Context: an optimization exercise on an open-source flow, tuned for small area and a short achievable clock period. The choices shown serve that exercise and are no tape-out recipe.
Where RTL was checked, it was by simulation tests only, not by an equivalence proof against the original.
The clock input has no modelled driver; a real chip could not lean on it and would need a root buffer or a full tree.
Power and IR drop assume default switching activity.

// sync_fifo
module sync_fifo #(
    parameter WIDTH = 32,
    parameter DEPTH = 8
)(
    input wire clk,
    input wire rst,
    input wire wr_en,
    input wire rd_en,
    input wire [WIDTH-1:0] din,
    output reg [WIDTH-1:0] dout,
    output reg full,
    output wire empty
);
Size in the first run: about 510 cells after synthesis, roughly 310 flip-flops, about 11000 µm² of cells after synthesis.
==> module sync_fifo, before the edit <==
module sync_fifo #(
    parameter WIDTH = 32,
    parameter DEPTH = 8
)(
    input wire clk,
    input wire rst,
    input wire wr_en,
    input wire rd_en,
    input wire [WIDTH-1:0] din,
    output reg [WIDTH-1:0] dout,
    output reg full,
    output wire empty
);
    reg [WIDTH-1:0] mem [0:7];
    reg [7:0] wen_q;    
    wire [7:0] wen = wen_q ^ 8'd1;
    reg [7:0] rsel_q;   
    wire [7:0] rsel = rsel_q ^ 8'd1;
    reg full_i, nempty_i, nempty_o;
    assign empty = ~nempty_o;
    wire wr_acc = wr_en & ~full_i;
    wire rd_acc = rd_en & nempty_i;
    wire n7 = |(wen & {rsel[0], rsel[7:1]});
    wire n1 = |(rsel & {wen[0], wen[7:1]});
    wire full_nx = (full_i & ~rd_acc) | (wr_acc & ~rd_acc & n7);
    wire [8:0] sel = {~rd_acc, rsel & {8{rd_acc}}};
    wire [WIDTH-1:0] rdata;
    genvar b, w;
    generate
        for (b = 0; b < WIDTH; b = b + 1) begin : g_rd
            sync_fifo_rdbit u_rd (
                .sel(sel),
                .d({dout[b], mem[7][b], mem[6][b], mem[5][b], mem[4][b],
                    mem[3][b], mem[2][b], mem[1][b], mem[0][b]}),
                .y(rdata[b])
            );
        end
        for (w = 0; w < 8; w = w + 1) begin : g_wr
            always @(posedge clk) begin
                if (wen[w])
                    mem[w] <= din;
            end
        end
    endgenerate
    always @(posedge clk or posedge rst) begin
        if (rst) begin
            wen_q    <= 8'd0;
            rsel_q   <= 8'd0;
            full_i   <= 1'b0;
            nempty_i <= 1'b0;
            full     <= 1'b0;
            nempty_o <= 1'b0;
            dout     <= {WIDTH{1'b0}};
        end else begin
            dout <= rdata;
            wen_q <= ({8{~full_nx}} &
                     ({8{full_i}} & rsel | (wr_acc ? {wen[6:0], wen[7]} : wen))) ^ 8'd1;
            if (rd_acc) rsel_q <= {rsel[6:0], rsel[7]} ^ 8'd1;
            full_i   <= full_nx;
            nempty_i <= (nempty_i | wr_acc) & ~(rd_acc & ~wr_acc & n1);
            full     <= ~rd_acc & (full_i | (wr_acc & n7));
            nempty_o <= wr_acc | (nempty_i & ~(rd_acc & n1));
        end
    end
endmodule
clock: 3.0 ns
lec_check: 0
cap_margin: 20
core_margin: 2
core_utilization: 40
setup_slack_margin: 1.33
slew_margin: 20
synth_hierarchical: 1
standard.sh (not shown) runs the stock make flow with config.mk's settings and CLKGATE_MAP_FILE= SYNTH_SCRIPT=/design/flow/synth_recipe.tcl, a recipe that flattens the netlist after the stock synthesis.
==> flow/flow/run.sh <==
#!/bin/bash
# Own layout flow: the standard ORFS flow (standard synthesis unchanged),
# with
#  - the port buffers made as buf_1 cells instead of the default delay buffers;
#  - clock tree synthesis without dummy loads, in clusters of up to 30 sinks;
#  - after CTS, the branch level of the clock tree removed (collapse_clock.tcl),
#    so every register sees the root buffer and one leaf buffer; the CTS
#    step's timing repair then runs on the collapsed tree;
#  - at floorplan, synthesis buffers removed instead of a timing repair on
#    the unplaced netlist.
# make's output goes to make_finish.log; each step's own log is under orfs/logs.
set -euo pipefail
cd "$(dirname "$0")/.."
here=$(pwd)
bash standard.sh \
  "BUFFER_PORTS_ARGS=-buffer_cell sky130_fd_sc_hd__buf_1" \
  "CTS_ARGS=-sink_clustering_enable -repair_clock_nets -dont_use_dummy_load -sink_clustering_size 30 -sink_clustering_max_diameter 150" \
  "POST_CTS_TCL=$here/flow/collapse_clock.tcl" \
  "SKIP_CTS_REPAIR_TIMING=1" \
  "REMOVE_ABC_BUFFERS=1" \
  finish > make_finish.log 2>&1
Other scripts of this flow, unchanged in this note and not shown: flow/flow/collapse_clock.tcl
Change:
--- a/flow/design.v
+++ b/flow/design.v
@@ -14,9 +14,11 @@
 );
     reg [WIDTH-1:0] mem [0:7];
-    reg [7:0] wen_q;    
-    wire [7:0] wen = wen_q ^ 8'd1;
+    reg [3:0] wj;       
     reg [7:0] rsel_q;   
+    reg full_i, nempty_i, nempty_o;
     wire [7:0] rsel = rsel_q ^ 8'd1;
-    reg full_i, nempty_i, nempty_o;
+    wire [7:0] wdec;
+    sync_fifo_jdec u_wdec (.j(wj), .y(wdec));
+    wire [7:0] wen = wdec & {8{~full_i}};
     assign empty = ~nempty_o;
     wire wr_acc = wr_en & ~full_i;
@@ -46,5 +48,5 @@
     always @(posedge clk or posedge rst) begin
         if (rst) begin
-            wen_q    <= 8'd0;
+            wj       <= 4'd0;
             rsel_q   <= 8'd0;
             full_i   <= 1'b0;
@@ -55,6 +57,5 @@
         end else begin
             dout <= rdata;
-            wen_q <= ({8{~full_nx}} &
-                     ({8{full_i}} & rsel | (wr_acc ? {wen[6:0], wen[7]} : wen))) ^ 8'd1;
+            if (wr_acc) wj <= {wj[2:0], ~wj[3]};
             if (rd_acc) rsel_q <= {rsel[6:0], rsel[7]} ^ 8'd1;
             full_i   <= full_nx;
@@ -64,4 +65,17 @@
         end
     end
+endmodule
+module sync_fifo_jdec (
+    input wire [3:0] j,
+    output wire [7:0] y
+);
+    assign y[0] = ~j[3] & ~j[0];
+    assign y[1] =  j[0] & ~j[1];
+    assign y[2] =  j[1] & ~j[2];
+    assign y[3] =  j[2] & ~j[3];
+    assign y[4] =  j[3] &  j[0];
+    assign y[5] = ~j[0] &  j[1];
+    assign y[6] = ~j[1] &  j[2];
+    assign y[7] = ~j[2] &  j[3];
 endmodule
 module sync_fifo_rdbit (
After rerunning: The new run finished with timing, DRC and antenna clean. Non-clock buffer count went up by 3. Area after synthesis is lower by 1.8%. Routed wire length rises by about 0.9%. Core utilization rises by 0.58 points. Setup slack loses 31 ps. Design area went up by about 0.4%. Total power decreases by 24%. Critical path depth rose by 4. Final cell count falls by about 0.9%. Worst hold slack gains 20 ps. Sequential power falls by 14%. Sequential share of layout area falls by 1.2 points. Via count shrinks by about 1.7%.
Only the layout flow was run in the second run of this note; the RTL was not checked for function there.

==> port drivers added, routing unchanged <==
The flow's constraints put no driver on any port. The routed layouts listed below were extracted and timed again, unchanged, in two steps.
Step 1 sets driving cells, clkbuf_16 on the clock port and buf_2 on the other inputs (assumed; they add their load-dependent delay and slew).
Step 2 moves the port delays by t, midway between the first and last clock arrival at a register: inputs arrive t later, outputs are due t later. That takes back most of the time a late clock gives input paths.
Slacks: ideal / step 1 / step 2; pairs: ideal / step 1.
run	shift t [ns]	slack for setup (ns)	worst hold slack (ns)	slew at the worst register clock pin (ns)
the first run	0.456	1.362 / 1.316 / 1.008	0.187 / 0.166 / 0.437	0.11 / 0.11
the second run	0.453	1.331 / 1.323 / 0.972	0.208 / 0.185 / 0.413	0.11 / 0.11
After both steps setup and hold are still met in every run listed. The setup slack of the second run, which loses most, moves by -0.008 ns with the drivers and by -0.359 ns with both steps.
